From an optimization exercise on the open Yosys and OpenROAD flow, aimed at small area, a short achievable clock period and few clock cycles; shortcuts taken in it are not production practice.
Only simulation tests tie the RTL to the original design; equivalence was not proved.
No activity file was given, so power comes from the tool's default toggle rates.

--- flow/flow/run.sh ---
#!/bin/bash
set -euo pipefail
bash standard.sh \
    "BUFFER_PORTS_ARGS=-buffer_cell sky130_fd_sc_hd__buf_2" \
    MATCH_CELL_FOOTPRINT=0 \
    SETUP_SLACK_MARGIN=5.3 \
    finish > orfs_make.log 2>&1
--- flow/standard.sh ---
#!/bin/bash
# synth_recipe.tcl (not shown) runs the flow's synth.tcl, then flattens the netlist and writes it again
# the make line also repeats each setting of config.mk as NAME=value (left out here)
make -C /OpenROAD-flow-scripts/flow DESIGN_CONFIG=/design/flow/config.mk WORK_HOME=/design/flow/orfs CLKGATE_MAP_FILE= SYNTH_SCRIPT=/design/flow/synth_recipe.tcl "${@:-finish}"
--- flow/config.mk ---
export PLATFORM = sky130hd
export DESIGN_NAME = ahb_lite_fir_filter
export DESIGN_NICKNAME = ahb_lite_fir_filter
export VERILOG_FILES = /design/flow/design.v
export SDC_FILE = /design/flow/constraint.sdc
export NUM_CORES = 4
export LEC_CHECK = 0
export ABC_AREA = 1
export CAP_MARGIN = 30
export CORE_MARGIN = 2
export CORE_UTILIZATION = 62
export CTS_CLUSTER_DIAMETER = 100
export CTS_CLUSTER_SIZE = 28
export SETUP_SLACK_MARGIN = 5
export SLEW_MARGIN = 30
export TNS_END_PERCENT = 100
--- flow/constraint.sdc ---
create_clock -name core_clock -period 10.0 [get_ports {clk}]
set_input_delay 2.0000 -clock core_clock [delete_from_list [all_inputs] [get_ports {clk}]]
set_output_delay 2.0000 -clock core_clock [all_outputs]
set_load 0.01 [all_outputs]
--- flow/design.v ---
module magnitude(
    input  logic [16:0] in,
    input  logic [3:1]  nz,
    output logic [15:0] out
);
    logic [3:0] g;            
    logic       below;
    always_comb begin
        g = {nz, 1'b0};
        for (int i = 0; i < 16; i++) begin
            below = g[i / 4];
            for (int j = 4 * (i / 4); j < i; j++) below = below | in[j];
            out[i] = in[i] ^ (in[16] & below);
        end
    end
endmodule
module mul_tree(
    input  logic [15:0] a,
    input  logic [15:0] b,
    output logic [32:0] ra,
    output logic [32:0] rb
);
    wire one0 = b[0] ^ 1'b0;
    wire two0 = (b[1] & ~b[0] & ~1'b0) | (~b[1] & b[0] & 1'b0);
    wire neg0 = b[1] & ~(b[0] & 1'b0);
    wire pp0_0 = ((one0 & a[0]) | (two0 & 1'b0)) ^ neg0;
    wire pp0_1 = ((one0 & a[1]) | (two0 & a[0])) ^ neg0;
    wire pp0_2 = ((one0 & a[2]) | (two0 & a[1])) ^ neg0;
    wire pp0_3 = ((one0 & a[3]) | (two0 & a[2])) ^ neg0;
    wire pp0_4 = ((one0 & a[4]) | (two0 & a[3])) ^ neg0;
    wire pp0_5 = ((one0 & a[5]) | (two0 & a[4])) ^ neg0;
    wire pp0_6 = ((one0 & a[6]) | (two0 & a[5])) ^ neg0;
    wire pp0_7 = ((one0 & a[7]) | (two0 & a[6])) ^ neg0;
    wire pp0_8 = ((one0 & a[8]) | (two0 & a[7])) ^ neg0;
    wire pp0_9 = ((one0 & a[9]) | (two0 & a[8])) ^ neg0;
    wire pp0_10 = ((one0 & a[10]) | (two0 & a[9])) ^ neg0;
    wire pp0_11 = ((one0 & a[11]) | (two0 & a[10])) ^ neg0;
    wire pp0_12 = ((one0 & a[12]) | (two0 & a[11])) ^ neg0;
    wire pp0_13 = ((one0 & a[13]) | (two0 & a[12])) ^ neg0;
    wire pp0_14 = ((one0 & a[14]) | (two0 & a[13])) ^ neg0;
    wire pp0_15 = ((one0 & a[15]) | (two0 & a[14])) ^ neg0;
    wire pp0_16 = ((one0 & 1'b0) | (two0 & a[15])) ^ neg0;
    wire one1 = b[2] ^ b[1];
    wire two1 = (b[3] & ~b[2] & ~b[1]) | (~b[3] & b[2] & b[1]);
    wire neg1 = b[3] & ~(b[2] & b[1]);
    wire pp1_0 = ((one1 & a[0]) | (two1 & 1'b0)) ^ neg1;
    wire pp1_1 = ((one1 & a[1]) | (two1 & a[0])) ^ neg1;
    wire pp1_2 = ((one1 & a[2]) | (two1 & a[1])) ^ neg1;
    wire pp1_3 = ((one1 & a[3]) | (two1 & a[2])) ^ neg1;
    wire pp1_4 = ((one1 & a[4]) | (two1 & a[3])) ^ neg1;
    wire pp1_5 = ((one1 & a[5]) | (two1 & a[4])) ^ neg1;
    wire pp1_6 = ((one1 & a[6]) | (two1 & a[5])) ^ neg1;
    wire pp1_7 = ((one1 & a[7]) | (two1 & a[6])) ^ neg1;
    wire pp1_8 = ((one1 & a[8]) | (two1 & a[7])) ^ neg1;
    wire pp1_9 = ((one1 & a[9]) | (two1 & a[8])) ^ neg1;
    wire pp1_10 = ((one1 & a[10]) | (two1 & a[9])) ^ neg1;
    wire pp1_11 = ((one1 & a[11]) | (two1 & a[10])) ^ neg1;
    wire pp1_12 = ((one1 & a[12]) | (two1 & a[11])) ^ neg1;
    wire pp1_13 = ((one1 & a[13]) | (two1 & a[12])) ^ neg1;
    wire pp1_14 = ((one1 & a[14]) | (two1 & a[13])) ^ neg1;
    wire pp1_15 = ((one1 & a[15]) | (two1 & a[14])) ^ neg1;
    wire pp1_16 = ((one1 & 1'b0) | (two1 & a[15])) ^ neg1;
    wire one2 = b[4] ^ b[3];
    wire two2 = (b[5] & ~b[4] & ~b[3]) | (~b[5] & b[4] & b[3]);
    wire neg2 = b[5] & ~(b[4] & b[3]);
    wire pp2_0 = ((one2 & a[0]) | (two2 & 1'b0)) ^ neg2;
    wire pp2_1 = ((one2 & a[1]) | (two2 & a[0])) ^ neg2;
    wire pp2_2 = ((one2 & a[2]) | (two2 & a[1])) ^ neg2;
    wire pp2_3 = ((one2 & a[3]) | (two2 & a[2])) ^ neg2;
    wire pp2_4 = ((one2 & a[4]) | (two2 & a[3])) ^ neg2;
    wire pp2_5 = ((one2 & a[5]) | (two2 & a[4])) ^ neg2;
    wire pp2_6 = ((one2 & a[6]) | (two2 & a[5])) ^ neg2;
    wire pp2_7 = ((one2 & a[7]) | (two2 & a[6])) ^ neg2;
    wire pp2_8 = ((one2 & a[8]) | (two2 & a[7])) ^ neg2;
    wire pp2_9 = ((one2 & a[9]) | (two2 & a[8])) ^ neg2;
    wire pp2_10 = ((one2 & a[10]) | (two2 & a[9])) ^ neg2;
    wire pp2_11 = ((one2 & a[11]) | (two2 & a[10])) ^ neg2;
    wire pp2_12 = ((one2 & a[12]) | (two2 & a[11])) ^ neg2;
    wire pp2_13 = ((one2 & a[13]) | (two2 & a[12])) ^ neg2;
    wire pp2_14 = ((one2 & a[14]) | (two2 & a[13])) ^ neg2;
    wire pp2_15 = ((one2 & a[15]) | (two2 & a[14])) ^ neg2;
    wire pp2_16 = ((one2 & 1'b0) | (two2 & a[15])) ^ neg2;
    wire one3 = b[6] ^ b[5];
    wire two3 = (b[7] & ~b[6] & ~b[5]) | (~b[7] & b[6] & b[5]);
    wire neg3 = b[7] & ~(b[6] & b[5]);
    wire pp3_0 = ((one3 & a[0]) | (two3 & 1'b0)) ^ neg3;
    wire pp3_1 = ((one3 & a[1]) | (two3 & a[0])) ^ neg3;
    wire pp3_2 = ((one3 & a[2]) | (two3 & a[1])) ^ neg3;
    wire pp3_3 = ((one3 & a[3]) | (two3 & a[2])) ^ neg3;
    wire pp3_4 = ((one3 & a[4]) | (two3 & a[3])) ^ neg3;
    wire pp3_5 = ((one3 & a[5]) | (two3 & a[4])) ^ neg3;
    wire pp3_6 = ((one3 & a[6]) | (two3 & a[5])) ^ neg3;
    wire pp3_7 = ((one3 & a[7]) | (two3 & a[6])) ^ neg3;
    wire pp3_8 = ((one3 & a[8]) | (two3 & a[7])) ^ neg3;
    wire pp3_9 = ((one3 & a[9]) | (two3 & a[8])) ^ neg3;
    wire pp3_10 = ((one3 & a[10]) | (two3 & a[9])) ^ neg3;
    wire pp3_11 = ((one3 & a[11]) | (two3 & a[10])) ^ neg3;
    wire pp3_12 = ((one3 & a[12]) | (two3 & a[11])) ^ neg3;
    wire pp3_13 = ((one3 & a[13]) | (two3 & a[12])) ^ neg3;
    wire pp3_14 = ((one3 & a[14]) | (two3 & a[13])) ^ neg3;
    wire pp3_15 = ((one3 & a[15]) | (two3 & a[14])) ^ neg3;
    wire pp3_16 = ((one3 & 1'b0) | (two3 & a[15])) ^ neg3;
    wire one4 = b[8] ^ b[7];
    wire two4 = (b[9] & ~b[8] & ~b[7]) | (~b[9] & b[8] & b[7]);
    wire neg4 = b[9] & ~(b[8] & b[7]);
    wire pp4_0 = ((one4 & a[0]) | (two4 & 1'b0)) ^ neg4;
    wire pp4_1 = ((one4 & a[1]) | (two4 & a[0])) ^ neg4;
    wire pp4_2 = ((one4 & a[2]) | (two4 & a[1])) ^ neg4;
    wire pp4_3 = ((one4 & a[3]) | (two4 & a[2])) ^ neg4;
    wire pp4_4 = ((one4 & a[4]) | (two4 & a[3])) ^ neg4;
    wire pp4_5 = ((one4 & a[5]) | (two4 & a[4])) ^ neg4;
    wire pp4_6 = ((one4 & a[6]) | (two4 & a[5])) ^ neg4;
    wire pp4_7 = ((one4 & a[7]) | (two4 & a[6])) ^ neg4;
    wire pp4_8 = ((one4 & a[8]) | (two4 & a[7])) ^ neg4;
    wire pp4_9 = ((one4 & a[9]) | (two4 & a[8])) ^ neg4;
    wire pp4_10 = ((one4 & a[10]) | (two4 & a[9])) ^ neg4;
    wire pp4_11 = ((one4 & a[11]) | (two4 & a[10])) ^ neg4;
    wire pp4_12 = ((one4 & a[12]) | (two4 & a[11])) ^ neg4;
    wire pp4_13 = ((one4 & a[13]) | (two4 & a[12])) ^ neg4;
    wire pp4_14 = ((one4 & a[14]) | (two4 & a[13])) ^ neg4;
    wire pp4_15 = ((one4 & a[15]) | (two4 & a[14])) ^ neg4;
    wire pp4_16 = ((one4 & 1'b0) | (two4 & a[15])) ^ neg4;
    wire one5 = b[10] ^ b[9];
    wire two5 = (b[11] & ~b[10] & ~b[9]) | (~b[11] & b[10] & b[9]);
    wire neg5 = b[11] & ~(b[10] & b[9]);
    wire pp5_0 = ((one5 & a[0]) | (two5 & 1'b0)) ^ neg5;
    wire pp5_1 = ((one5 & a[1]) | (two5 & a[0])) ^ neg5;
    wire pp5_2 = ((one5 & a[2]) | (two5 & a[1])) ^ neg5;
    wire pp5_3 = ((one5 & a[3]) | (two5 & a[2])) ^ neg5;
    wire pp5_4 = ((one5 & a[4]) | (two5 & a[3])) ^ neg5;
    wire pp5_5 = ((one5 & a[5]) | (two5 & a[4])) ^ neg5;
    wire pp5_6 = ((one5 & a[6]) | (two5 & a[5])) ^ neg5;
    wire pp5_7 = ((one5 & a[7]) | (two5 & a[6])) ^ neg5;
    wire pp5_8 = ((one5 & a[8]) | (two5 & a[7])) ^ neg5;
    wire pp5_9 = ((one5 & a[9]) | (two5 & a[8])) ^ neg5;
    wire pp5_10 = ((one5 & a[10]) | (two5 & a[9])) ^ neg5;
    wire pp5_11 = ((one5 & a[11]) | (two5 & a[10])) ^ neg5;
    wire pp5_12 = ((one5 & a[12]) | (two5 & a[11])) ^ neg5;
    wire pp5_13 = ((one5 & a[13]) | (two5 & a[12])) ^ neg5;
    wire pp5_14 = ((one5 & a[14]) | (two5 & a[13])) ^ neg5;
    wire pp5_15 = ((one5 & a[15]) | (two5 & a[14])) ^ neg5;
    wire pp5_16 = ((one5 & 1'b0) | (two5 & a[15])) ^ neg5;
    wire one6 = b[12] ^ b[11];
    wire two6 = (b[13] & ~b[12] & ~b[11]) | (~b[13] & b[12] & b[11]);
    wire neg6 = b[13] & ~(b[12] & b[11]);
    wire pp6_0 = ((one6 & a[0]) | (two6 & 1'b0)) ^ neg6;
    wire pp6_1 = ((one6 & a[1]) | (two6 & a[0])) ^ neg6;
    wire pp6_2 = ((one6 & a[2]) | (two6 & a[1])) ^ neg6;
    wire pp6_3 = ((one6 & a[3]) | (two6 & a[2])) ^ neg6;
    wire pp6_4 = ((one6 & a[4]) | (two6 & a[3])) ^ neg6;
    wire pp6_5 = ((one6 & a[5]) | (two6 & a[4])) ^ neg6;
    wire pp6_6 = ((one6 & a[6]) | (two6 & a[5])) ^ neg6;
    wire pp6_7 = ((one6 & a[7]) | (two6 & a[6])) ^ neg6;
    wire pp6_8 = ((one6 & a[8]) | (two6 & a[7])) ^ neg6;
    wire pp6_9 = ((one6 & a[9]) | (two6 & a[8])) ^ neg6;
    wire pp6_10 = ((one6 & a[10]) | (two6 & a[9])) ^ neg6;
    wire pp6_11 = ((one6 & a[11]) | (two6 & a[10])) ^ neg6;
    wire pp6_12 = ((one6 & a[12]) | (two6 & a[11])) ^ neg6;
    wire pp6_13 = ((one6 & a[13]) | (two6 & a[12])) ^ neg6;
    wire pp6_14 = ((one6 & a[14]) | (two6 & a[13])) ^ neg6;
    wire pp6_15 = ((one6 & a[15]) | (two6 & a[14])) ^ neg6;
    wire pp6_16 = ((one6 & 1'b0) | (two6 & a[15])) ^ neg6;
    wire one7 = b[14] ^ b[13];
    wire two7 = (b[15] & ~b[14] & ~b[13]) | (~b[15] & b[14] & b[13]);
    wire neg7 = b[15] & ~(b[14] & b[13]);
    wire pp7_0 = ((one7 & a[0]) | (two7 & 1'b0)) ^ neg7;
    wire pp7_1 = ((one7 & a[1]) | (two7 & a[0])) ^ neg7;
    wire pp7_2 = ((one7 & a[2]) | (two7 & a[1])) ^ neg7;
    wire pp7_3 = ((one7 & a[3]) | (two7 & a[2])) ^ neg7;
    wire pp7_4 = ((one7 & a[4]) | (two7 & a[3])) ^ neg7;
    wire pp7_5 = ((one7 & a[5]) | (two7 & a[4])) ^ neg7;
    wire pp7_6 = ((one7 & a[6]) | (two7 & a[5])) ^ neg7;
    wire pp7_7 = ((one7 & a[7]) | (two7 & a[6])) ^ neg7;
    wire pp7_8 = ((one7 & a[8]) | (two7 & a[7])) ^ neg7;
    wire pp7_9 = ((one7 & a[9]) | (two7 & a[8])) ^ neg7;
    wire pp7_10 = ((one7 & a[10]) | (two7 & a[9])) ^ neg7;
    wire pp7_11 = ((one7 & a[11]) | (two7 & a[10])) ^ neg7;
    wire pp7_12 = ((one7 & a[12]) | (two7 & a[11])) ^ neg7;
    wire pp7_13 = ((one7 & a[13]) | (two7 & a[12])) ^ neg7;
    wire pp7_14 = ((one7 & a[14]) | (two7 & a[13])) ^ neg7;
    wire pp7_15 = ((one7 & a[15]) | (two7 & a[14])) ^ neg7;
    wire pp7_16 = ((one7 & 1'b0) | (two7 & a[15])) ^ neg7;
    wire one8 = 1'b0 ^ b[15];
    wire two8 = (1'b0 & ~1'b0 & ~b[15]) | (~1'b0 & 1'b0 & b[15]);
    wire neg8 = 1'b0 & ~(1'b0 & b[15]);
    wire pp8_0 = ((one8 & a[0]) | (two8 & 1'b0)) ^ neg8;
    wire pp8_1 = ((one8 & a[1]) | (two8 & a[0])) ^ neg8;
    wire pp8_2 = ((one8 & a[2]) | (two8 & a[1])) ^ neg8;
    wire pp8_3 = ((one8 & a[3]) | (two8 & a[2])) ^ neg8;
    wire pp8_4 = ((one8 & a[4]) | (two8 & a[3])) ^ neg8;
    wire pp8_5 = ((one8 & a[5]) | (two8 & a[4])) ^ neg8;
    wire pp8_6 = ((one8 & a[6]) | (two8 & a[5])) ^ neg8;
    wire pp8_7 = ((one8 & a[7]) | (two8 & a[6])) ^ neg8;
    wire pp8_8 = ((one8 & a[8]) | (two8 & a[7])) ^ neg8;
    wire pp8_9 = ((one8 & a[9]) | (two8 & a[8])) ^ neg8;
    wire pp8_10 = ((one8 & a[10]) | (two8 & a[9])) ^ neg8;
    wire pp8_11 = ((one8 & a[11]) | (two8 & a[10])) ^ neg8;
    wire pp8_12 = ((one8 & a[12]) | (two8 & a[11])) ^ neg8;
    wire pp8_13 = ((one8 & a[13]) | (two8 & a[12])) ^ neg8;
    wire pp8_14 = ((one8 & a[14]) | (two8 & a[13])) ^ neg8;
    wire pp8_15 = ((one8 & a[15]) | (two8 & a[14])) ^ neg8;
    wire pp8_16 = ((one8 & 1'b0) | (two8 & a[15])) ^ neg8;
    wire hs0 = pp0_16 ^ pp1_14;
    wire hc0 = pp0_16 & pp1_14;
    wire fs1 = ~neg0 ^ pp1_15 ^ pp2_13;
    wire fc1 = (~neg0 & pp1_15) | (~neg0 & pp2_13) | (pp1_15 & pp2_13);
    wire hs2 = pp1_16 ^ pp2_14;
    wire hc2 = pp1_16 & pp2_14;
    wire hs3 = pp0_10 ^ pp1_8;
    wire hc3 = pp0_10 & pp1_8;
    wire hs4 = pp0_11 ^ pp1_9;
    wire hc4 = pp0_11 & pp1_9;
    wire fs5 = pp0_12 ^ pp1_10 ^ pp2_8;
    wire fc5 = (pp0_12 & pp1_10) | (pp0_12 & pp2_8) | (pp1_10 & pp2_8);
    wire hs6 = pp3_6 ^ pp4_4;
    wire hc6 = pp3_6 & pp4_4;
    wire fs7 = pp0_13 ^ pp1_11 ^ pp2_9;
    wire fc7 = (pp0_13 & pp1_11) | (pp0_13 & pp2_9) | (pp1_11 & pp2_9);
    wire hs8 = pp3_7 ^ pp4_5;
    wire hc8 = pp3_7 & pp4_5;
    wire fs9 = pp0_14 ^ pp1_12 ^ pp2_10;
    wire fc9 = (pp0_14 & pp1_12) | (pp0_14 & pp2_10) | (pp1_12 & pp2_10);
    wire fs10 = pp3_8 ^ pp4_6 ^ pp5_4;
    wire fc10 = (pp3_8 & pp4_6) | (pp3_8 & pp5_4) | (pp4_6 & pp5_4);
    wire hs11 = pp6_2 ^ pp7_0;
    wire hc11 = pp6_2 & pp7_0;
    wire fs12 = pp0_15 ^ pp1_13 ^ pp2_11;
    wire fc12 = (pp0_15 & pp1_13) | (pp0_15 & pp2_11) | (pp1_13 & pp2_11);
    wire fs13 = pp3_9 ^ pp4_7 ^ pp5_5;
    wire fc13 = (pp3_9 & pp4_7) | (pp3_9 & pp5_5) | (pp4_7 & pp5_5);
    wire hs14 = pp6_3 ^ pp7_1;
    wire hc14 = pp6_3 & pp7_1;
    wire fs15 = pp2_12 ^ pp3_10 ^ pp4_8;
    wire fc15 = (pp2_12 & pp3_10) | (pp2_12 & pp4_8) | (pp3_10 & pp4_8);
    wire fs16 = pp5_6 ^ pp6_4 ^ pp7_2;
    wire fc16 = (pp5_6 & pp6_4) | (pp5_6 & pp7_2) | (pp6_4 & pp7_2);
    wire fs17 = pp8_0 ^ neg8 ^ hs0;
    wire fc17 = (pp8_0 & neg8) | (pp8_0 & hs0) | (neg8 & hs0);
    wire fs18 = pp3_11 ^ pp4_9 ^ pp5_7;
    wire fc18 = (pp3_11 & pp4_9) | (pp3_11 & pp5_7) | (pp4_9 & pp5_7);
    wire fs19 = pp6_5 ^ pp7_3 ^ pp8_1;
    wire fc19 = (pp6_5 & pp7_3) | (pp6_5 & pp8_1) | (pp7_3 & pp8_1);
    wire fs20 = 1'b1 ^ fs1 ^ hc0;
    wire fc20 = (1'b1 & fs1) | (1'b1 & hc0) | (fs1 & hc0);
    wire fs21 = pp3_12 ^ pp4_10 ^ pp5_8;
    wire fc21 = (pp3_12 & pp4_10) | (pp3_12 & pp5_8) | (pp4_10 & pp5_8);
    wire fs22 = pp6_6 ^ pp7_4 ^ pp8_2;
    wire fc22 = (pp6_6 & pp7_4) | (pp6_6 & pp8_2) | (pp7_4 & pp8_2);
    wire fs23 = 1'b1 ^ hs2 ^ fc1;
    wire fc23 = (1'b1 & hs2) | (1'b1 & fc1) | (hs2 & fc1);
    wire fs24 = ~neg1 ^ pp2_15 ^ pp3_13;
    wire fc24 = (~neg1 & pp2_15) | (~neg1 & pp3_13) | (pp2_15 & pp3_13);
    wire fs25 = pp4_11 ^ pp5_9 ^ pp6_7;
    wire fc25 = (pp4_11 & pp5_9) | (pp4_11 & pp6_7) | (pp5_9 & pp6_7);
    wire fs26 = pp7_5 ^ pp8_3 ^ hc2;
    wire fc26 = (pp7_5 & pp8_3) | (pp7_5 & hc2) | (pp8_3 & hc2);
    wire fs27 = pp2_16 ^ pp3_14 ^ pp4_12;
    wire fc27 = (pp2_16 & pp3_14) | (pp2_16 & pp4_12) | (pp3_14 & pp4_12);
    wire fs28 = pp5_10 ^ pp6_8 ^ pp7_6;
    wire fc28 = (pp5_10 & pp6_8) | (pp5_10 & pp7_6) | (pp6_8 & pp7_6);
    wire hs29 = pp8_4 ^ 1'b1;
    wire hc29 = pp8_4 & 1'b1;
    wire fs30 = ~neg2 ^ pp3_15 ^ pp4_13;
    wire fc30 = (~neg2 & pp3_15) | (~neg2 & pp4_13) | (pp3_15 & pp4_13);
    wire fs31 = pp5_11 ^ pp6_9 ^ pp7_7;
    wire fc31 = (pp5_11 & pp6_9) | (pp5_11 & pp7_7) | (pp6_9 & pp7_7);
    wire fs32 = pp3_16 ^ pp4_14 ^ pp5_12;
    wire fc32 = (pp3_16 & pp4_14) | (pp3_16 & pp5_12) | (pp4_14 & pp5_12);
    wire hs33 = pp6_10 ^ pp7_8;
    wire hc33 = pp6_10 & pp7_8;
    wire fs34 = ~neg3 ^ pp4_15 ^ pp5_13;
    wire fc34 = (~neg3 & pp4_15) | (~neg3 & pp5_13) | (pp4_15 & pp5_13);
    wire hs35 = pp4_16 ^ pp5_14;
    wire hc35 = pp4_16 & pp5_14;
    wire hs36 = pp0_6 ^ pp1_4;
    wire hc36 = pp0_6 & pp1_4;
    wire hs37 = pp0_7 ^ pp1_5;
    wire hc37 = pp0_7 & pp1_5;
    wire fs38 = pp0_8 ^ pp1_6 ^ pp2_4;
    wire fc38 = (pp0_8 & pp1_6) | (pp0_8 & pp2_4) | (pp1_6 & pp2_4);
    wire hs39 = pp3_2 ^ pp4_0;
    wire hc39 = pp3_2 & pp4_0;
    wire fs40 = pp0_9 ^ pp1_7 ^ pp2_5;
    wire fc40 = (pp0_9 & pp1_7) | (pp0_9 & pp2_5) | (pp1_7 & pp2_5);
    wire hs41 = pp3_3 ^ pp4_1;
    wire hc41 = pp3_3 & pp4_1;
    wire fs42 = pp2_6 ^ pp3_4 ^ pp4_2;
    wire fc42 = (pp2_6 & pp3_4) | (pp2_6 & pp4_2) | (pp3_4 & pp4_2);
    wire fs43 = pp5_0 ^ neg5 ^ hs3;
    wire fc43 = (pp5_0 & neg5) | (pp5_0 & hs3) | (neg5 & hs3);
    wire fs44 = pp2_7 ^ pp3_5 ^ pp4_3;
    wire fc44 = (pp2_7 & pp3_5) | (pp2_7 & pp4_3) | (pp3_5 & pp4_3);
    wire fs45 = pp5_1 ^ hs4 ^ hc3;
    wire fc45 = (pp5_1 & hs4) | (pp5_1 & hc3) | (hs4 & hc3);
    wire fs46 = pp5_2 ^ pp6_0 ^ neg6;
    wire fc46 = (pp5_2 & pp6_0) | (pp5_2 & neg6) | (pp6_0 & neg6);
    wire fs47 = fs5 ^ hs6 ^ hc4;
    wire fc47 = (fs5 & hs6) | (fs5 & hc4) | (hs6 & hc4);
    wire fs48 = pp5_3 ^ pp6_1 ^ fs7;
    wire fc48 = (pp5_3 & pp6_1) | (pp5_3 & fs7) | (pp6_1 & fs7);
    wire fs49 = hs8 ^ fc5 ^ hc6;
    wire fc49 = (hs8 & fc5) | (hs8 & hc6) | (fc5 & hc6);
    wire fs50 = neg7 ^ fs9 ^ fs10;
    wire fc50 = (neg7 & fs9) | (neg7 & fs10) | (fs9 & fs10);
    wire fs51 = hs11 ^ fc7 ^ hc8;
    wire fc51 = (hs11 & fc7) | (hs11 & hc8) | (fc7 & hc8);
    wire fs52 = fs12 ^ fs13 ^ hs14;
    wire fc52 = (fs12 & fs13) | (fs12 & hs14) | (fs13 & hs14);
    wire fs53 = fc9 ^ fc10 ^ hc11;
    wire fc53 = (fc9 & fc10) | (fc9 & hc11) | (fc10 & hc11);
    wire fs54 = fs15 ^ fs16 ^ fs17;
    wire fc54 = (fs15 & fs16) | (fs15 & fs17) | (fs16 & fs17);
    wire fs55 = fc12 ^ fc13 ^ hc14;
    wire fc55 = (fc12 & fc13) | (fc12 & hc14) | (fc13 & hc14);
    wire fs56 = fs18 ^ fs19 ^ fs20;
    wire fc56 = (fs18 & fs19) | (fs18 & fs20) | (fs19 & fs20);
    wire fs57 = fc15 ^ fc16 ^ fc17;
    wire fc57 = (fc15 & fc16) | (fc15 & fc17) | (fc16 & fc17);
    wire fs58 = fs21 ^ fs22 ^ fs23;
    wire fc58 = (fs21 & fs22) | (fs21 & fs23) | (fs22 & fs23);
    wire fs59 = fc18 ^ fc19 ^ fc20;
    wire fc59 = (fc18 & fc19) | (fc18 & fc20) | (fc19 & fc20);
    wire fs60 = fs24 ^ fs25 ^ fs26;
    wire fc60 = (fs24 & fs25) | (fs24 & fs26) | (fs25 & fs26);
    wire fs61 = fc21 ^ fc22 ^ fc23;
    wire fc61 = (fc21 & fc22) | (fc21 & fc23) | (fc22 & fc23);
    wire fs62 = fs27 ^ fs28 ^ hs29;
    wire fc62 = (fs27 & fs28) | (fs27 & hs29) | (fs28 & hs29);
    wire fs63 = fc24 ^ fc25 ^ fc26;
    wire fc63 = (fc24 & fc25) | (fc24 & fc26) | (fc25 & fc26);
    wire fs64 = pp8_5 ^ fs30 ^ fs31;
    wire fc64 = (pp8_5 & fs30) | (pp8_5 & fs31) | (fs30 & fs31);
    wire fs65 = fc27 ^ fc28 ^ hc29;
    wire fc65 = (fc27 & fc28) | (fc27 & hc29) | (fc28 & hc29);
    wire fs66 = pp8_6 ^ 1'b1 ^ fs32;
    wire fc66 = (pp8_6 & 1'b1) | (pp8_6 & fs32) | (1'b1 & fs32);
    wire fs67 = hs33 ^ fc30 ^ fc31;
    wire fc67 = (hs33 & fc30) | (hs33 & fc31) | (fc30 & fc31);
    wire fs68 = pp6_11 ^ pp7_9 ^ pp8_7;
    wire fc68 = (pp6_11 & pp7_9) | (pp6_11 & pp8_7) | (pp7_9 & pp8_7);
    wire fs69 = fs34 ^ fc32 ^ hc33;
    wire fc69 = (fs34 & fc32) | (fs34 & hc33) | (fc32 & hc33);
    wire fs70 = pp6_12 ^ pp7_10 ^ pp8_8;
    wire fc70 = (pp6_12 & pp7_10) | (pp6_12 & pp8_8) | (pp7_10 & pp8_8);
    wire fs71 = 1'b1 ^ hs35 ^ fc34;
    wire fc71 = (1'b1 & hs35) | (1'b1 & fc34) | (hs35 & fc34);
    wire fs72 = ~neg4 ^ pp5_15 ^ pp6_13;
    wire fc72 = (~neg4 & pp5_15) | (~neg4 & pp6_13) | (pp5_15 & pp6_13);
    wire fs73 = pp7_11 ^ pp8_9 ^ hc35;
    wire fc73 = (pp7_11 & pp8_9) | (pp7_11 & hc35) | (pp8_9 & hc35);
    wire fs74 = pp5_16 ^ pp6_14 ^ pp7_12;
    wire fc74 = (pp5_16 & pp6_14) | (pp5_16 & pp7_12) | (pp6_14 & pp7_12);
    wire hs75 = pp8_10 ^ 1'b1;
    wire hc75 = pp8_10 & 1'b1;
    wire fs76 = ~neg5 ^ pp6_15 ^ pp7_13;
    wire fc76 = (~neg5 & pp6_15) | (~neg5 & pp7_13) | (pp6_15 & pp7_13);
    wire hs77 = pp6_16 ^ pp7_14;
    wire hc77 = pp6_16 & pp7_14;
    wire hs78 = pp0_4 ^ pp1_2;
    wire hc78 = pp0_4 & pp1_2;
    wire hs79 = pp0_5 ^ pp1_3;
    wire hc79 = pp0_5 & pp1_3;
    wire fs80 = pp2_2 ^ pp3_0 ^ neg3;
    wire fc80 = (pp2_2 & pp3_0) | (pp2_2 & neg3) | (pp3_0 & neg3);
    wire fs81 = pp2_3 ^ pp3_1 ^ hs37;
    wire fc81 = (pp2_3 & pp3_1) | (pp2_3 & hs37) | (pp3_1 & hs37);
    wire fs82 = neg4 ^ fs38 ^ hs39;
    wire fc82 = (neg4 & fs38) | (neg4 & hs39) | (fs38 & hs39);
    wire fs83 = fs40 ^ hs41 ^ fc38;
    wire fc83 = (fs40 & hs41) | (fs40 & fc38) | (hs41 & fc38);
    wire fs84 = fs42 ^ fs43 ^ fc40;
    wire fc84 = (fs42 & fs43) | (fs42 & fc40) | (fs43 & fc40);
    wire fs85 = fs44 ^ fs45 ^ fc42;
    wire fc85 = (fs44 & fs45) | (fs44 & fc42) | (fs45 & fc42);
    wire fs86 = fs46 ^ fs47 ^ fc44;
    wire fc86 = (fs46 & fs47) | (fs46 & fc44) | (fs47 & fc44);
    wire fs87 = fs48 ^ fs49 ^ fc46;
    wire fc87 = (fs48 & fs49) | (fs48 & fc46) | (fs49 & fc46);
    wire fs88 = fs50 ^ fs51 ^ fc48;
    wire fc88 = (fs50 & fs51) | (fs50 & fc48) | (fs51 & fc48);
    wire fs89 = fs52 ^ fs53 ^ fc50;
    wire fc89 = (fs52 & fs53) | (fs52 & fc50) | (fs53 & fc50);
    wire fs90 = fs54 ^ fs55 ^ fc52;
    wire fc90 = (fs54 & fs55) | (fs54 & fc52) | (fs55 & fc52);
    wire fs91 = fs56 ^ fs57 ^ fc54;
    wire fc91 = (fs56 & fs57) | (fs56 & fc54) | (fs57 & fc54);
    wire fs92 = fs58 ^ fs59 ^ fc56;
    wire fc92 = (fs58 & fs59) | (fs58 & fc56) | (fs59 & fc56);
    wire fs93 = fs60 ^ fs61 ^ fc58;
    wire fc93 = (fs60 & fs61) | (fs60 & fc58) | (fs61 & fc58);
    wire fs94 = fs62 ^ fs63 ^ fc60;
    wire fc94 = (fs62 & fs63) | (fs62 & fc60) | (fs63 & fc60);
    wire fs95 = fs64 ^ fs65 ^ fc62;
    wire fc95 = (fs64 & fs65) | (fs64 & fc62) | (fs65 & fc62);
    wire fs96 = fs66 ^ fs67 ^ fc64;
    wire fc96 = (fs66 & fs67) | (fs66 & fc64) | (fs67 & fc64);
    wire fs97 = fs68 ^ fs69 ^ fc66;
    wire fc97 = (fs68 & fs69) | (fs68 & fc66) | (fs69 & fc66);
    wire fs98 = fs70 ^ fs71 ^ fc68;
    wire fc98 = (fs70 & fs71) | (fs70 & fc68) | (fs71 & fc68);
    wire fs99 = fs72 ^ fs73 ^ fc70;
    wire fc99 = (fs72 & fs73) | (fs72 & fc70) | (fs73 & fc70);
    wire fs100 = fs74 ^ hs75 ^ fc72;
    wire fc100 = (fs74 & hs75) | (fs74 & fc72) | (hs75 & fc72);
    wire fs101 = pp8_11 ^ fs76 ^ fc74;
    wire fc101 = (pp8_11 & fs76) | (pp8_11 & fc74) | (fs76 & fc74);
    wire fs102 = pp8_12 ^ 1'b1 ^ hs77;
    wire fc102 = (pp8_12 & 1'b1) | (pp8_12 & hs77) | (1'b1 & hs77);
    wire fs103 = ~neg6 ^ pp7_15 ^ pp8_13;
    wire fc103 = (~neg6 & pp7_15) | (~neg6 & pp8_13) | (pp7_15 & pp8_13);
    wire hs104 = pp7_16 ^ pp8_14;
    wire hc104 = pp7_16 & pp8_14;
    wire hs105 = pp0_2 ^ pp1_0;
    wire hc105 = pp0_2 & pp1_0;
    wire hs106 = pp0_3 ^ pp1_1;
    wire hc106 = pp0_3 & pp1_1;
    wire fs107 = pp2_0 ^ neg2 ^ hs78;
    wire fc107 = (pp2_0 & neg2) | (pp2_0 & hs78) | (neg2 & hs78);
    wire fs108 = pp2_1 ^ hs79 ^ hc78;
    wire fc108 = (pp2_1 & hs79) | (pp2_1 & hc78) | (hs79 & hc78);
    wire fs109 = hs36 ^ fs80 ^ hc79;
    wire fc109 = (hs36 & fs80) | (hs36 & hc79) | (fs80 & hc79);
    wire fs110 = hc36 ^ fs81 ^ fc80;
    wire fc110 = (hc36 & fs81) | (hc36 & fc80) | (fs81 & fc80);
    wire fs111 = hc37 ^ fs82 ^ fc81;
    wire fc111 = (hc37 & fs82) | (hc37 & fc81) | (fs82 & fc81);
    wire fs112 = hc39 ^ fs83 ^ fc82;
    wire fc112 = (hc39 & fs83) | (hc39 & fc82) | (fs83 & fc82);
    wire fs113 = hc41 ^ fs84 ^ fc83;
    wire fc113 = (hc41 & fs84) | (hc41 & fc83) | (fs84 & fc83);
    wire fs114 = fc43 ^ fs85 ^ fc84;
    wire fc114 = (fc43 & fs85) | (fc43 & fc84) | (fs85 & fc84);
    wire fs115 = fc45 ^ fs86 ^ fc85;
    wire fc115 = (fc45 & fs86) | (fc45 & fc85) | (fs86 & fc85);
    wire fs116 = fc47 ^ fs87 ^ fc86;
    wire fc116 = (fc47 & fs87) | (fc47 & fc86) | (fs87 & fc86);
    wire fs117 = fc49 ^ fs88 ^ fc87;
    wire fc117 = (fc49 & fs88) | (fc49 & fc87) | (fs88 & fc87);
    wire fs118 = fc51 ^ fs89 ^ fc88;
    wire fc118 = (fc51 & fs89) | (fc51 & fc88) | (fs89 & fc88);
    wire fs119 = fc53 ^ fs90 ^ fc89;
    wire fc119 = (fc53 & fs90) | (fc53 & fc89) | (fs90 & fc89);
    wire fs120 = fc55 ^ fs91 ^ fc90;
    wire fc120 = (fc55 & fs91) | (fc55 & fc90) | (fs91 & fc90);
    wire fs121 = fc57 ^ fs92 ^ fc91;
    wire fc121 = (fc57 & fs92) | (fc57 & fc91) | (fs92 & fc91);
    wire fs122 = fc59 ^ fs93 ^ fc92;
    wire fc122 = (fc59 & fs93) | (fc59 & fc92) | (fs93 & fc92);
    wire fs123 = fc61 ^ fs94 ^ fc93;
    wire fc123 = (fc61 & fs94) | (fc61 & fc93) | (fs94 & fc93);
    wire fs124 = fc63 ^ fs95 ^ fc94;
    wire fc124 = (fc63 & fs95) | (fc63 & fc94) | (fs95 & fc94);
    wire fs125 = fc65 ^ fs96 ^ fc95;
    wire fc125 = (fc65 & fs96) | (fc65 & fc95) | (fs96 & fc95);
    wire fs126 = fc67 ^ fs97 ^ fc96;
    wire fc126 = (fc67 & fs97) | (fc67 & fc96) | (fs97 & fc96);
    wire fs127 = fc69 ^ fs98 ^ fc97;
    wire fc127 = (fc69 & fs98) | (fc69 & fc97) | (fs98 & fc97);
    wire fs128 = fc71 ^ fs99 ^ fc98;
    wire fc128 = (fc71 & fs99) | (fc71 & fc98) | (fs99 & fc98);
    wire fs129 = fc73 ^ fs100 ^ fc99;
    wire fc129 = (fc73 & fs100) | (fc73 & fc99) | (fs100 & fc99);
    wire fs130 = hc75 ^ fs101 ^ fc100;
    wire fc130 = (hc75 & fs101) | (hc75 & fc100) | (fs101 & fc100);
    wire fs131 = fc76 ^ fs102 ^ fc101;
    wire fc131 = (fc76 & fs102) | (fc76 & fc101) | (fs102 & fc101);
    wire fs132 = hc77 ^ fs103 ^ fc102;
    wire fc132 = (hc77 & fs103) | (hc77 & fc102) | (fs103 & fc102);
    wire fs133 = 1'b1 ^ hs104 ^ fc103;
    wire fc133 = (1'b1 & hs104) | (1'b1 & fc103) | (hs104 & fc103);
    wire fs134 = ~neg7 ^ pp8_15 ^ hc104;
    wire fc134 = (~neg7 & pp8_15) | (~neg7 & hc104) | (pp8_15 & hc104);
    wire hs135 = pp8_16 ^ 1'b1;
    wire hc135 = pp8_16 & 1'b1;
    assign ra = {hs135, fs134, fs133, fs132, fs131, fs130, fs129, fs128, fs127, fs126, fs125, fs124, fs123, fs122, fs121, fs120, fs119, fs118, fs117, fs116, fs115, fs114, fs113, fs112, fs111, fs110, fs109, fs108, fs107, hs106, neg1, pp0_1, pp0_0};
    assign rb = {fc134, fc133, fc132, fc131, fc130, fc129, fc128, fc127, fc126, fc125, fc124, fc123, fc122, fc121, fc120, fc119, fc118, fc117, fc116, fc115, fc114, fc113, fc112, fc111, fc110, fc109, fc108, fc107, hc106, hc105, hs105, 1'b0, neg0};
endmodule
module fir_filter(
    input  logic        clk,
    input  logic        n_rst,
    input  logic        start_sample,    
    input  logic        start_load,      
    input  logic [15:0] new_sample,      
    input  logic [63:0] coeff_regs,      
    output logic        busy,
    output logic        err,
    output logic [16:0] r_q,             
    output logic [3:1]  nz_q             
);
    logic [15:0] x0, x1, x2;             
    logic [15:0] f0, f1, f2, f3;         
    logic [16:0] q3;                     
    logic [16:0] qd;                     
    logic        e1, e2;                 
    logic [3:0]  s1;                     
    logic [3:0]  s2;                     
    logic        ld;                     
    logic [15:0] ma, mb;
    logic [32:0] ra, rb;                 
    logic [32:0] pa, pb;                 
    assign x0 = new_sample;
    always_comb begin
        ma = s1[1] ? x1 : (s1[2] ? x2 : x0);
        mb = ({16{s1[0]}} & f0) | ({16{s1[3]}} & f1) | ({16{s1[1]}} & f2) | ({16{s1[2]}} & f3);
    end
    mul_tree tree(.a(ma), .b(mb), .ra(ra), .rb(rb));
    always_ff @(posedge clk) begin
        pa <= ra;
        pb <= rb;
    end
    logic [14:0] lo;
    logic        c15;
    logic [16:0] xs;
    assign {c15, lo} = {1'b0, pa[14:0]} + {1'b0, pb[14:0]};
    assign xs = pa[31:15] + pb[31:15] + {16'd0, c15};
    wire e0 = xs[16];
    logic [17:0] ea, eb, na, nq3;
    logic [17:0] s1a, c1a, s2a, c2a;
    logic [17:0] t3, t4;
    always_comb begin
        ea  = pa[32:15];
        eb  = pb[32:15];
        if (s2[3])           na = ~{2'b00, qd[16] ? 16'd0 : qd[15:0]};
        else if (s2[0] & ~e1) na = ~{qd[16], qd};
        else                 na = '1;
        nq3 = ~{2'b00, q3[15:0]};
        s1a = ea ^ eb ^ na;
        c1a = {((ea[16:0] & eb[16:0]) | (ea[16:0] & na[16:0]) | (eb[16:0] & na[16:0])), c15};
        t3  = s1a + c1a + 18'd1;
        s2a = s1a ^ c1a ^ nq3;
        c2a = {((s1a[16:0] & c1a[16:0]) | (s1a[16:0] & nq3[16:0]) | (c1a[16:0] & nq3[16:0])), 1'b1};
        t4  = s2a + c2a + 18'd1;
    end
    logic        ovf3, ovf4, e_next;
    logic [16:0] r;
    logic [3:1]  nz3, nz4, nz;
    always_comb begin
        ovf3 = ~e2 & ~t3[17] & t3[16];
        ovf4 = t4[17] & ~t4[16];
        nz3 = {|t3[11:0], |t3[7:0], |t3[3:0]};
        nz4 = {|t4[11:0], |t4[7:0], |t4[3:0]};
        e_next = 1'b1;
        if (e0) begin
            r = 17'd0;
            nz = 3'd0;
        end else if (e1 | e2 | ovf3 | q3[16]) begin
            r = t3[16:0];
            nz = nz3;
        end else begin
            r = t4[16:0];
            nz = nz4;
            e_next = ovf4;
        end
    end
    wire acc = s2[0];
    always_ff @(posedge clk, negedge n_rst) begin
        if (!n_rst) begin
            x1 <= '0; x2 <= '0;
            f0 <= '0; f1 <= '0; f2 <= '0; f3 <= '0;
            q3 <= '0; qd <= '0; e1 <= 1'b0; e2 <= 1'b0;
            s1 <= '0; s2 <= '0; ld <= 1'b0;
            busy <= 1'b0; err <= 1'b0; r_q <= '0; nz_q <= '0;
        end else begin
            if (start_sample) begin
                x1 <= x0;
                x2 <= x1;
            end
            if (start_load) begin
                f0 <= coeff_regs[15:0];
                f1 <= coeff_regs[31:16];
                f2 <= coeff_regs[47:32];
                f3 <= coeff_regs[63:48];
            end
            if (s2[1]) qd <= t3[16:0];
            if (s2[2]) q3 <= t3[16:0];
            if (s2[3]) begin
                qd <= t3[16:0];
                e1 <= e0;
                e2 <= qd[16];
            end
            if (acc) begin
                r_q <= r;
                nz_q <= nz;
                err <= e_next;
            end else if (start_load) begin
                err <= 1'b0;
            end
            if (start_sample)    s1 <= 4'b0001;
            else if (start_load) s1 <= 4'b0010;
            else                 s1 <= {s1[2:0], 1'b0};
            s2 <= s1;
            if (start_sample)    ld <= 1'b0;
            else if (start_load) ld <= 1'b1;
            busy <= start_sample | start_load | (~ld & s1[0]) | (ld & (s1[1] | s1[2] | s1[3]));
        end
    end
endmodule
module ahb_lite_fir_filter(
    input logic clk,
    input logic n_rst,
    input logic hsel,
    input logic [3:0] haddr,
    input logic hsize,
    input logic [1:0] htrans,
    input logic hwrite,
    input logic [15:0] hwdata,
    output logic [15:0] hrdata,
    output logic hresp
);
    logic        wr_q;           
    logic [3:0]  a_q;
    logic        sz_q;
    logic [13:4][7:0] regs;      
    logic [7:1]  reg14;          
    logic        busy, err;
    logic [15:0] fir_out;
    logic [16:0] r_q;
    logic [3:1]  nz_q;
    logic [13:4] be;
    assign hresp = hsel & ((hwrite & ((haddr <= 4'd3) | (haddr == 4'd15)))
                         | (~hwrite & (haddr == 4'd15)));
    always_comb begin
        for (int i = 4; i <= 13; i++)
            be[i] = wr_q & (a_q[3:1] == i[3:1]) & (sz_q | (a_q[0] == i[0]));
    end
    wire be14 = wr_q & (a_q == 4'd14);
    wire start_sample = be[4] | be[5];
    wire start_load = be14 & hwdata[0];
    always_ff @(posedge clk, negedge n_rst) begin
        if (!n_rst) begin
            wr_q <= 1'b0;
            a_q <= '0;
            sz_q <= 1'b0;
            for (int i = 4; i <= 13; i++) regs[i] <= '0;
            reg14 <= '0;
        end else begin
            wr_q <= hsel & (htrans != 2'b00) & hwrite & ~hresp;
            a_q <= haddr;
            sz_q <= hsize;
            for (int i = 4; i <= 13; i++)
                if (be[i]) regs[i] <= i[0] ? hwdata[15:8] : hwdata[7:0];
            if (be14) reg14 <= hwdata[0] ? 7'd0 : hwdata[7:1];
        end
    end
    magnitude mag_u(.in(r_q), .nz(nz_q), .out(fir_out));
    logic [7:0] rb [0:15];
    always_comb begin
        rb[0] = {7'd0, busy};
        rb[1] = {7'd0, err};
        rb[2] = fir_out[7:0];
        rb[3] = fir_out[15:8];
        for (int i = 4; i <= 13; i++) rb[i] = regs[i];
        rb[14] = {reg14, 1'b0};
        rb[15] = 8'd0;
        hrdata[15:8] = (a_q == 4'd14 || (!sz_q && !a_q[0])) ? 8'd0 : rb[{a_q[3:1], 1'b1}];
        hrdata[7:0]  = (!sz_q && a_q[0]) ? 8'd0 : rb[{a_q[3:1], 1'b0}];
    end
    fir_filter filt(
        .clk(clk), .n_rst(n_rst),
        .start_sample(start_sample), .start_load(start_load),
        .new_sample({regs[5], regs[4]}),
        .coeff_regs({regs[13], regs[12], regs[11], regs[10], regs[9], regs[8], regs[7], regs[6]}),
        .busy(busy), .err(err), .r_q(r_q), .nz_q(nz_q)
    );
endmodule
==> results.yml, run 1 <==
run_status:
  outcome: "no timing/DRC/antenna violations"
hold_path:
  hp-class: "register to register"
  min_from: "filt.x2[9]"
  hold_depth: 2
  hold-path-endpoint: "filt.x2[9]"
global_routing:
  grt_use_total_pct: 32.6
  grt_pass1_wl_um: 93200
  grt_pass1_vias: 17000
  grt_remaining_overflow: 0
  grt_max_degree: 117
  antenna_found_initial: 0
worst_setup_path:
  rrSetupSlack_ns: 5.39
  crit_required_ns: 8.00
  worstSetupEndpointType: "output pin"
  worstReg2RegStart: "filt.s1[1]"
  r2r-end: "filt.pa[17]"
  reg2reg_depth: 14
  crit_path_start_kind: "input pin"
  crit_chain: "buf_6 -> or3b_4 -> a21boi_2 -> buf_2"
  crit_fanout: 3
  worstPathArrival_ns: 2.84
  crit_type: "input pin to output pin"
  cpPeakStageDelay_ns: 0.39
  cp_slowest_cell: "or3b_4"
timing:
  rsz0062_at_grt: "true"
  fin_crit_ns: 4.84
  worstMarginPinSlew_ns: 1.03
  max-slew-margin-rel_pct: 31.0
  fin_ws_ns: 5.16
  finalSetupViolations: 0
  timing.final.hold_violations: 0
  skew_ns: 0.0317
  drv_slew: 0
  setup_tns_ns: 0
  min_period_over_period_pct: 48.4
  max_freq_ghz: 0.207
floorplan:
  initial_core_util_pct: 62.9
  top_level_ports: 44
  die_h_um: 191
  coreArea_sq_mm: 0.0345
  die_x_um: 191
  dieArea_sq_mm: 0.0365
  rows: 68
placed_design:
  pre_cts_slack_ns: 5.01
  finalWeightedCongestion: 0.971
  place_area_sq_mm: 0.0222
  dp_hpwl_um: 43500
  dp_cells: 2959
  portBuffers: 43
synth:
  synth_top_cell_area_share_pct: 29.6
  yosys.area_share.simple_pct: 13.5
  ys_types: 63
  yosys.area.top_type: "dfrtp_1"
  syn_inst: 2535
  synth_edf_count: 0
  netlist_area_sq_mm: 0.0217
  synth-seq-area-share_pct: 35.5
  yosysMostFrequentCell: "nand2_1"
  synthArstFlopShare_pct: 80.0
  yosysWarnings: 4
  muxShareOfSynthArea_pct: 0.728
  syn_nets: 2798
  synth_area_leaders: "dfrtp_1 (30%), fa_1 (13%), nand2_1 (7.8%)"
  synthAdderAreaFrac_pct: 18.4
  synth_compound_area_share_pct: 15.5
  ys.flop_type: "dfrtp_1"
  synth-seq-cells: 320
  yosys-top-cells-count: "nand2_1 (453), inv_1 (398), dfrtp_1 (256)"
  synthXorXnorAreaFrac_pct: 6.83
  avgSynthCellArea_sq_um: 8.55
  synth_top_family_by_area: "adder cells"
cts:
  clock_latency_ns: 0.55
  clk_path_buf_depth: 3
  cts.sinks: 320
  cts-root-buf: "clkbuf_16"
  cts_tree: "yes"
  cts_made_buffers: 16
  clk_pin_slew_ns: 0.12
  htree_levels: 1
power:
  power_mw: 7.25
  worst_ir_drop_vdd_uv: 268
  powerDensity_mw_per_mm2: 310
  power.leakage_nw: 12.2
detailed_routing:
  wl_um: 58600
  vias: 17600
  drc_errors: 0
  drt_pass1_iterations: 6
  wl_per_cell_um: 19.3
  drt_iter0_drc: 1538
  ant_nets: 0
  viasPerCell: 5.79
job:
  maxCapViolCount: 0
finish:
  final_area_sq_mm: 0.0233
  drive_gt1_share_pct: 10.6
  stdcell_count: 3040
  register_area_sq_mm: 0.00770
  fillerInstances: 2903
  diodes: 0
  multi_input_area_sq_mm: 0.0120
  layout.nets: 2838
  area_delta_synth_final_pct: 7.78
==> per-layer routing <==
metal	up-vias	wire length (um)	track usage [%]
met5	-	0	0
met4	0	1860	9.15
met3	100	3410	2.90
met2	692	27500	52.9
met1	8551	25900	47.1
li1	8263	-	-
==> what timing repair did <==
item	in CTS	in global routing
cloned	1	1
buffers inserted	19	31
hold endpoints to repair	0	0
pin swaps	3	7
hold buffers	0	0
gates resized for setup	19	31
setup endpoints to repair	23	47
==> cell type report <==
cell class              instances  share of cell area (%)
repair inverters                2                  0.0536
multi-input cells            1690                    51.5
well taps                     455                    2.44
repair buffers                127                    3.92
clock inverters                 4                   0.273
inverters                     418                    6.92
clock buffers                  24                    1.89
flip-flops and latches        320                    33.0
==> cell usage in the layout, fill, tap and decap left out, types with 16 or more instances in the layout <==
cell type / n
buf_4: 75
dfxtp_1: 64
buf_2: 40
nand4_1: 27
a21oi_1: 92
o21ai_0: 216
nand3_1: 51
o21ai_1: 38
o21ai_2: 18
ha_1: 97
a22o_1: 17
fa_1: 137
inv_1: 387
nor2_1: 118
xor2_1: 159
inv_2: 19
dfrtp_1: 251
nand2_1: 448
o22ai_1: 139
clkbuf_16: 16
==> kinds of logic after synthesis <==
kind of cell             count (synthesis)
adder cells (fa/ha/maj)                236
buffers and inverters                  525
XOR/XNOR                               169
AND/OR/NAND/NOR                        697
AO/OA/AOI/OAI                          574
multiplexers                            14
flip-flops                             320
==> critical path, delay by kind of cell <==
kind,cells,cell delay (ns)
and+or+nand+nor,1,0.39
buffers and inverters,2,0.25
AOI/OAI and AO/OA,1,0.19
==> metrics by stage <==
step	hold slack (ns)	util, %
floorplan	0.349	-
global placement	0.455	64.5
detailed placement	0.463	64.5
CTS	0.490	66.6
global route	0.516	67.8
finish	0.484	67.8
==> report_power, final <==
| group | internal (mW) | total, mW | switching, mW |
|---|---|---|---|
| Sequential | 1.65 | 1.90 | 0.254 |
| Combinational | 1.58 | 4.56 | 2.99 |
| Clock | 0.325 | 0.781 | 0.455 |
==> sequential cells by signal (all words and copies together), names as in the netlist, 17 cells and up <==
register	cells
filt.pa	32
filt.pb	32
filt.q3	17
filt.qd	17
filt.r_q	17
regs	80
==> worst max-delay path by stage <==
stage                     from  depth (start not counted)           to
finish                haddr[3]                          4        hresp
floorplan           filt.s1[1]                         16  filt.pa[17]
global placement    filt.s1[1]                         14  filt.pa[17]
CTS                   haddr[2]                          4        hresp
global route          haddr[3]                          4        hresp
detailed placement  filt.s1[1]                         14  filt.pa[17]
Testbench counts, summed over its fixed seeds: cycles 2,696.
==> run 2, diff against run 1 <==
--- a/flow/config.mk
+++ b/flow/config.mk
@@ -5,12 +5,11 @@
 export SDC_FILE = /design/flow/constraint.sdc
 export NUM_CORES = 4
 export LEC_CHECK = 0
-export ABC_AREA = 1
 export CAP_MARGIN = 30
 export CORE_MARGIN = 2
-export CORE_UTILIZATION = 62
+export CORE_UTILIZATION = 55
 export CTS_CLUSTER_DIAMETER = 100
-export CTS_CLUSTER_SIZE = 28
+export CTS_CLUSTER_SIZE = 25
 export SETUP_SLACK_MARGIN = 5
 export SLEW_MARGIN = 30
 export TNS_END_PERCENT = 100
==> run 2 against run 1 <==
Still clean. Setup slack better by 0.14 ns. Total power shrank 16%. Clock power increased by 0.8%. Sequential power is 9% lower. Sequential share of layout area is 1.5 points lower. Fmax grew 3.1%. Critical endpoint is now filt.nz_q[3]. Highest routed layer unchanged.
==> results.yml, run 2 <==
synth:
  yosys.area.top_type: "dfrtp_1"
  synthArstFlopShare_pct: 80.0
  yosysWarnings: 4
  synth_edf_count: 0
  yosysMostFrequentCell: "nand2_1"
  synth-seq-cells: 320
  synth-seq-area-share_pct: 35.1
  ys_types: 76
  syn_inst: 2245
  syn_nets: 2508
  yosys-top-cells-count: "nand2_1 (312), dfrtp_1 (256), inv_1 (251)"
  avgSynthCellArea_sq_um: 9.76
  ys.flop_type: "dfrtp_1"
  synth_top_cell_area_share_pct: 29.2
  netlist_area_sq_mm: 0.0219
  synth_area_leaders: "dfrtp_1 (29%), fa_1 (13%), mux2_2 (9.4%)"
worst_setup_path:
  crit_fanout: 5
  reg2reg_depth: 20
  cpPeakStageDelay_ns: 0.55
  r2r-end: "filt.nz_q[3]"
  worstPathArrival_ns: 5.12
  crit_required_ns: 10.43
  worstReg2RegStart: "filt.s2[3]"
  cp_slowest_cell: "fa_1"
  crit_path_start_kind: "register"
  crit_chain: "mux2i_4 -> buf_6 -> and2_4 -> fa_1 -> inv_2 -> fa_1 -> inv_1 -> ha_2 -> inv_2 -> fa_2 -> a211oi_2 -> o21bai_1 -> a21oi_1 -> xor2_1 -> buf_4 -> nand2_4 -> nor4_4 -> or4b_4 -> o2111ai_2 -> o221ai_1"
  crit_type: "register to register"
  worstSetupEndpointType: "register"
  rrSetupSlack_ns: 5.31
floorplan:
  rows: 73
  die_h_um: 204
  initial_core_util_pct: 55.4
  coreArea_sq_mm: 0.0395
  die_x_um: 204
  dieArea_sq_mm: 0.0415
  top_level_ports: 44
detailed_routing:
  wl_um: 63300
  viasPerCell: 5.90
  drt_iter0_drc: 1457
  wl_per_cell_um: 22.1
  drt_pass1_iterations: 8
  vias: 16900
  ant_nets: 0
  drc_errors: 0
global_routing:
  grt_pass1_vias: 17100
  grt_use_total_pct: 31.1
  grt_max_degree: 111
  grt_pass1_wl_um: 99300
  antenna_found_initial: 0
  grt_remaining_overflow: 0
finish:
  largest_register_ffs: 80
  layout_common_cells: "nand2_1 (304), dfrtp_1 (250), inv_1 (243), mux2_2 (182), o21ai_0 (168)"
  largestRegisters: "regs x80, filt.pa x32, filt.pb x32"
  diodes: 0
  area_delta_synth_final_pct: 11.8
  mostFrequentLayoutCell: "nand2_1"
  layout.nets: 2587
  drive_gt1_share_pct: 20.4
  regMostFlops: "regs"
  utilization_pct: 61.9
cts:
  cts_made_buffers: 17
  cts_tree: "yes"
  cts-root-buf: "clkbuf_16"
  clk_pin_slew_ns: 0.11
  clk_path_buf_depth: 3
  htree_levels: 1
  cts.sinks: 320
  clock_latency_ns: 0.55
power:
  powerDensity_mw_per_mm2: 249
  worst_ir_drop_vdd_uv: 241
  power.leakage_nw: 11.2
  power_mw: 6.10
timing:
  worst_hold_slack_ns: 0.485
  fin_crit_ns: 4.69
  worstMarginPinSlew_ns: 1.05
  finalSetupViolations: 0
  max-slew-margin-rel_pct: 29.4
  skew_ns: 0.0350
  drv_slew: 0
  rsz0062_at_grt: "true"
  setup_tns_ns: 0
  fin_ws_ns: 5.31
  max_freq_ghz: 0.213
  min_period_over_period_pct: 46.9
  timing.final.hold_violations: 0
hold_path:
  min_from: "filt.x2[14]"
  hold-path-endpoint: "filt.x2[14]"
  hp-class: "register to register"
  hold_depth: 2
placed_design:
  finalWeightedCongestion: 0.912
  pre_cts_slack_ns: 4.32
  portBuffers: 43
  dp_hpwl_um: 44700
job:
  maxCapViolCount: 0
run_status:
  outcome: "no timing/DRC/antenna violations"
-- run 2: power by group --
part,internal (mW),switching [mW]
clock,0.336,0.451
sequential,1.53,0.199
combinational,1.48,2.09
total,3.35,2.75
-- run 2: metrics by stage --
stage / instance area, sq um / instances
final: 24500 / 2859
after global routing: 24500 / 2859
after CTS: 23800 / 2822
after detailed placement: 22800 / 2752
after global placement: 22700 / 2750
after floorplan: 21900 / 2245
-- run 2: worst max-delay path by stage --
stage / end / from / slack (ns) / cells past startpoint
floorplan: filt.pa[17] / filt.s1[1] / 5.31 / 18
global placement: filt.nz_q[3] / filt.s2[0] / 4.46 / 20
detailed placement: filt.nz_q[3] / filt.s2[0] / 4.32 / 20
CTS: filt.nz_q[3] / filt.s2[0] / 5.14 / 21
global route: filt.nz_q[3] / filt.s2[3] / 5.10 / 20
finish: filt.nz_q[3] / filt.s2[3] / 5.31 / 20
-- run 2: cell families after synthesis --
kind of cell | count (synthesis) | synth area share, %
AO/OA/AOI/OAI | 429 | 12.4
flip-flops | 320 | 35.1
multiplexers | 229 | 11.6
XOR/XNOR | 166 | 6.64
adder cells (fa/ha/maj) | 236 | 18.2
AND/OR/NAND/NOR | 510 | 9.98
buffers and inverters | 355 | 6.16
-- run 2: final cells by class --
class / instances / area (sq um)
Multi-Input combinational cell: 1572 / 13400
Timing Repair Buffer: 156 / 1230
Sequential cell: 320 / 7700
Tap cell: 525 / 657
Fill cell: 3360 / 15100
Clock inverter: 3 / 36.3
Timing Repair inverter: 1 / 5.00
Inverter: 256 / 982
Clock buffer: 26 / 469
-- run 2: routing by layer --
metal	vias to the layer above	routed length [um]	share of wire, %	GRT usage (%)
met3	121	4740	7.5	4.47
met2	706	29100	46	50.1
li1	7667	-	-	-
met4	0	1740	2.7	8.58
met5	-	0	0	0
met1	8372	27700	44	44.1
-- run 2: worst max-delay path, delay by kind of cell (launching register included) --
| family | cells | cell delay (ns) |
|---|---|---|
| flip-flops | 1 | 0.48 |
| XOR/XNOR | 1 | 0.16 |
| buffers and inverters | 5 | 0.49 |
| multiplexers | 1 | 0.21 |
| AO/OA/AOI/OAI | 5 | 0.83 |
| AND/OR/NAND/NOR | 4 | 0.86 |
| adder cells (fa/ha/maj) | 4 | 1.51 |
-- run 2: what timing repair did --
action | 4_1_cts | 5_1_grt
pin swaps | 8 | 36
hold buffers | 0 | 0
gates resized for setup | 50 | 70
setup endpoints to repair | 72 | 53
gates cloned | 2 | 2
setup buffers | 39 | 34
==> run 3, diff against run 2 <==
==> flow/flow/run.sh (replaced) <==
#!/bin/bash
set -euo pipefail
bash standard.sh \
    "BUFFER_PORTS_ARGS=-buffer_cell sky130_fd_sc_hd__buf_2" \
    MATCH_CELL_FOOTPRINT=0 \
    SETUP_SLACK_MARGIN=5.5 \
    finish > orfs_make.log 2>&1
--- a/flow/config.mk
+++ b/flow/config.mk
@@ -5,6 +5,7 @@
 export SDC_FILE = /design/flow/constraint.sdc
 export NUM_CORES = 4
 export LEC_CHECK = 0
+export ABC_AREA = 1
 export CAP_MARGIN = 30
 export CORE_MARGIN = 2
 export CORE_UTILIZATION = 55
==> run 3 against run 2 <==
Largest power group unchanged. Still clean on timing, DRC and antenna. Clock power barely moved. Sequential power rose by 9.8%. Routed wire length fell by 4.0%. Count of clock-buffer cells in the layout did not move. Cell count rose by 10%. Combinational power rose by 32%. Register-to-register slack improved by 0.25 ns.
==> results.yml, run 3 <==
cts:
  clk_path_buf_depth: 3
  clk_pin_slew_ns: 0.10
  cts_made_buffers: 17
  clock_latency_ns: 0.55
  cts_tree: "yes"
  cts.sinks: 320
  cts-root-buf: "clkbuf_16"
  htree_levels: 1
synth:
  synth-seq-cells: 320
  ys.flop_type: "dfrtp_1"
  avgSynthCellArea_sq_um: 8.55
  synth_edf_count: 0
  syn_inst: 2535
  synth_area_leaders: "dfrtp_1 (30%), fa_1 (13%), nand2_1 (7.8%)"
  synth-seq-area-share_pct: 35.5
  yosys.area.top_type: "dfrtp_1"
  synth_top_cell_area_share_pct: 29.6
  yosysMostFrequentCell: "nand2_1"
  yosysWarnings: 4
  synthArstFlopShare_pct: 80.0
  netlist_area_sq_mm: 0.0217
  yosys-top-cells-count: "nand2_1 (453), inv_1 (398), dfrtp_1 (256)"
  syn_nets: 2798
  ys_types: 63
detailed_routing:
  vias: 17600
  viasPerCell: 5.59
  drt_pass1_iterations: 5
  drt_iter0_drc: 1372
  ant_nets: 0
  wl_um: 60800
  wl_per_cell_um: 19.3
  drc_errors: 0
timing:
  min_period_over_period_pct: 47.5
  fin_crit_ns: 4.75
  worstMarginPinSlew_ns: 1.08
  rsz0062_at_grt: "true"
  timing.final.hold_violations: 0
  setup_tns_ns: 0
  max-slew-margin-rel_pct: 27.9
  finalSetupViolations: 0
  drv_slew: 0
  skew_ns: 0.0221
  max_freq_ghz: 0.210
worst_setup_path:
  crit_chain: "buf_6 -> or3b_4 -> a21boi_4 -> buf_6"
  worstPathArrival_ns: 2.75
  cp_slowest_cell: "or3b_4"
  worstSetupEndpointType: "output pin"
  cp_common_cell: "buf_6"
  critical_path.n_buffers_inverters: 2
  crit_fanout: 2
  cp_top_family: "simple AND/OR/NAND/NOR gates"
  cpPeakStageDelay_ns: 0.39
  crit_required_ns: 8.00
  crit_path_start_kind: "input pin"
  crit_type: "input pin to output pin"
floorplan:
  initial_core_util_pct: 55.9
  die_h_um: 202
  rows: 72
  coreArea_sq_mm: 0.0387
  dieArea_sq_mm: 0.0410
  die_x_um: 202
  top_level_ports: 44
global_routing:
  antenna_found_initial: 0
  grt_pass1_wl_um: 95100
  grt_max_degree: 122
  grt_pass1_vias: 17200
  grt_use_total_pct: 29.3
  grt_remaining_overflow: 0
power:
  power.leakage_nw: 12.4
  powerDensity_mw_per_mm2: 306
  worst_ir_drop_vdd_uv: 281
placed_design:
  finalWeightedCongestion: 0.911
  portBuffers: 43
  dp_hpwl_um: 44400
  place_area_sq_mm: 0.0223
finish:
  mostFrequentLayoutCell: "nand2_1"
  diodes: 0
  layout_common_cells: "nand2_1 (447), inv_1 (383), dfrtp_1 (247), o21ai_0 (212), xor2_1 (153)"
  area_delta_synth_final_pct: 12.0
  utilization_pct: 62.6
  largestRegisters: "regs x80, filt.pa x32, filt.pb x32"
  fillerInstances: 3429
  regMostFlops: "regs"
  drive_gt1_share_pct: 14.1
  layout.nets: 2885
  final_area_sq_mm: 0.0243
  largest_register_ffs: 80
run_status:
  outcome: "no timing/DRC/antenna violations"
hold_path:
  hp-class: "register to register"
job:
  maxCapViolCount: 0
run 3: worst paths after layout:
check | slack, ns | to | cells past startpoint | startpoint
min | 0.49 | filt.x2[15] | 2 | filt.x2[15]
min in group asynchronous | 1.31 | filt.x1[1] | 1 | n_rst
max reg2reg | 5.56 | filt.pa[14] | 17 | filt.s1[1]
min reg2reg | 0.49 | filt.x2[15] | 2 | filt.x2[15]
max | 5.25 | hresp | 4 | haddr[2]
max in group asynchronous | 7.15 | filt.s2[0] | 3 | n_rst
run 3: timing repair:
item	CTS	global route
gates resized for setup	54	80
pin swaps	6	34
cloned	2	4
buffers inserted	33	59
hold buffers	0	0
endpoints found under the setup margin	49	47
run 3: where the power goes:
group | total [mW] | internal [mW] | leakage, nW | switching, mW
Sequential | 1.90 | 1.65 | 3.64 | 0.254
Clock | 0.790 | 0.337 | 0.245 | 0.453
Combinational | 4.73 | 1.64 | 8.57 | 3.09
run 3: per-layer routing:
layer / part of all wire (%) / track usage, %
met5: 0 / 0
met4: 3.5 / 8.94
met3: 6.2 / 3.72
met2: 45 / 46.9
met1: 45 / 41.9
run 3: layout make-up:
type	count	area (sq um)	area share, %
flip-flops and latches	320	7700	31.7
repair buffers	171	1360	5.62
clock buffers	26	469	1.93
repair inverters	4	27.5	0.113
well taps	518	648	2.67
inverters	418	1630	6.70
clock inverters	4	48.8	0.201
multi-input cells	1690	12400	51.0
run 3: cells by family after synthesis:
| logic type | count (synthesis) | synth area share (%) |
|---|---|---|
| buffers and inverters | 525 | 9.61 |
| AO/OA/AOI/OAI | 574 | 15.5 |
| adder cells (fa/ha/maj) | 236 | 18.4 |
| multiplexers | 14 | 0.728 |
| flip-flops | 320 | 35.5 |
| XOR/XNOR | 169 | 6.83 |
| AND/OR/NAND/NOR | 697 | 13.5 |
run 3: worst reg2reg max path, stage by stage (launching register included):
cell and delay (ns):
dfrtp_2 0.42, buf_6 0.17, inv_2 0.11, buf_12 0.14, o21ai_0 0.09, nor2_1 0.20, inv_2 0.12, buf_12 0.15
o21ai_4 0.38, buf_4 0.20, o22ai_1 0.08, xor2_1 0.34, ha_1 0.32, fa_1 0.54, inv_1 0.05, fa_1 0.50
inv_1 0.06, fa_1 0.44
run 3: stage by stage:
stage	hold slack [ns]	setup slack, ns	std cells	total power [mW]
after floorplan	0.349	5.45	2535	5.08
after global placement	0.454	4.93	3021	6.34
after detailed placement	0.463	4.84	3022	6.40
after CTS	0.487	5.21	3087	7.26
after global routing	0.498	5.22	3151	8.09
final	0.487	5.25	3151	7.42

==> separate check: timing with driven ports <==
The results above use ideal ports. As a check the final layouts listed here were re-extracted and re-timed, cells and wires unchanged.
Step 1, drivers: a clkbuf_16 drives clk and a buf_2 each remaining input, both assumed.
Step 2 also shifts input and output timing later by t, the mid clock arrival at the registers, as if the neighbouring blocks saw the same clock.
Three values: no drivers, after step 1, after step 2; two values: the first two.
run | shift t [ns] | setup WS [ns] | hold WS [ns] | worst setup path at the end | cell pins on the clock port's net
run 1 | 0.586 | 5.164 / 5.131 / 5.131 | 0.484 / 0.484 / 0.484 | input to output | 1
run 2 | 0.589 | 5.308 / 5.308 / 5.308 | 0.485 / 0.485 / 0.485 | register to register | 1
run 3 | 0.603 | 5.246 / 5.213 / 5.213 | 0.487 / 0.487 / 0.487 | input to output | 1
After both steps setup and hold are still met in every run listed.
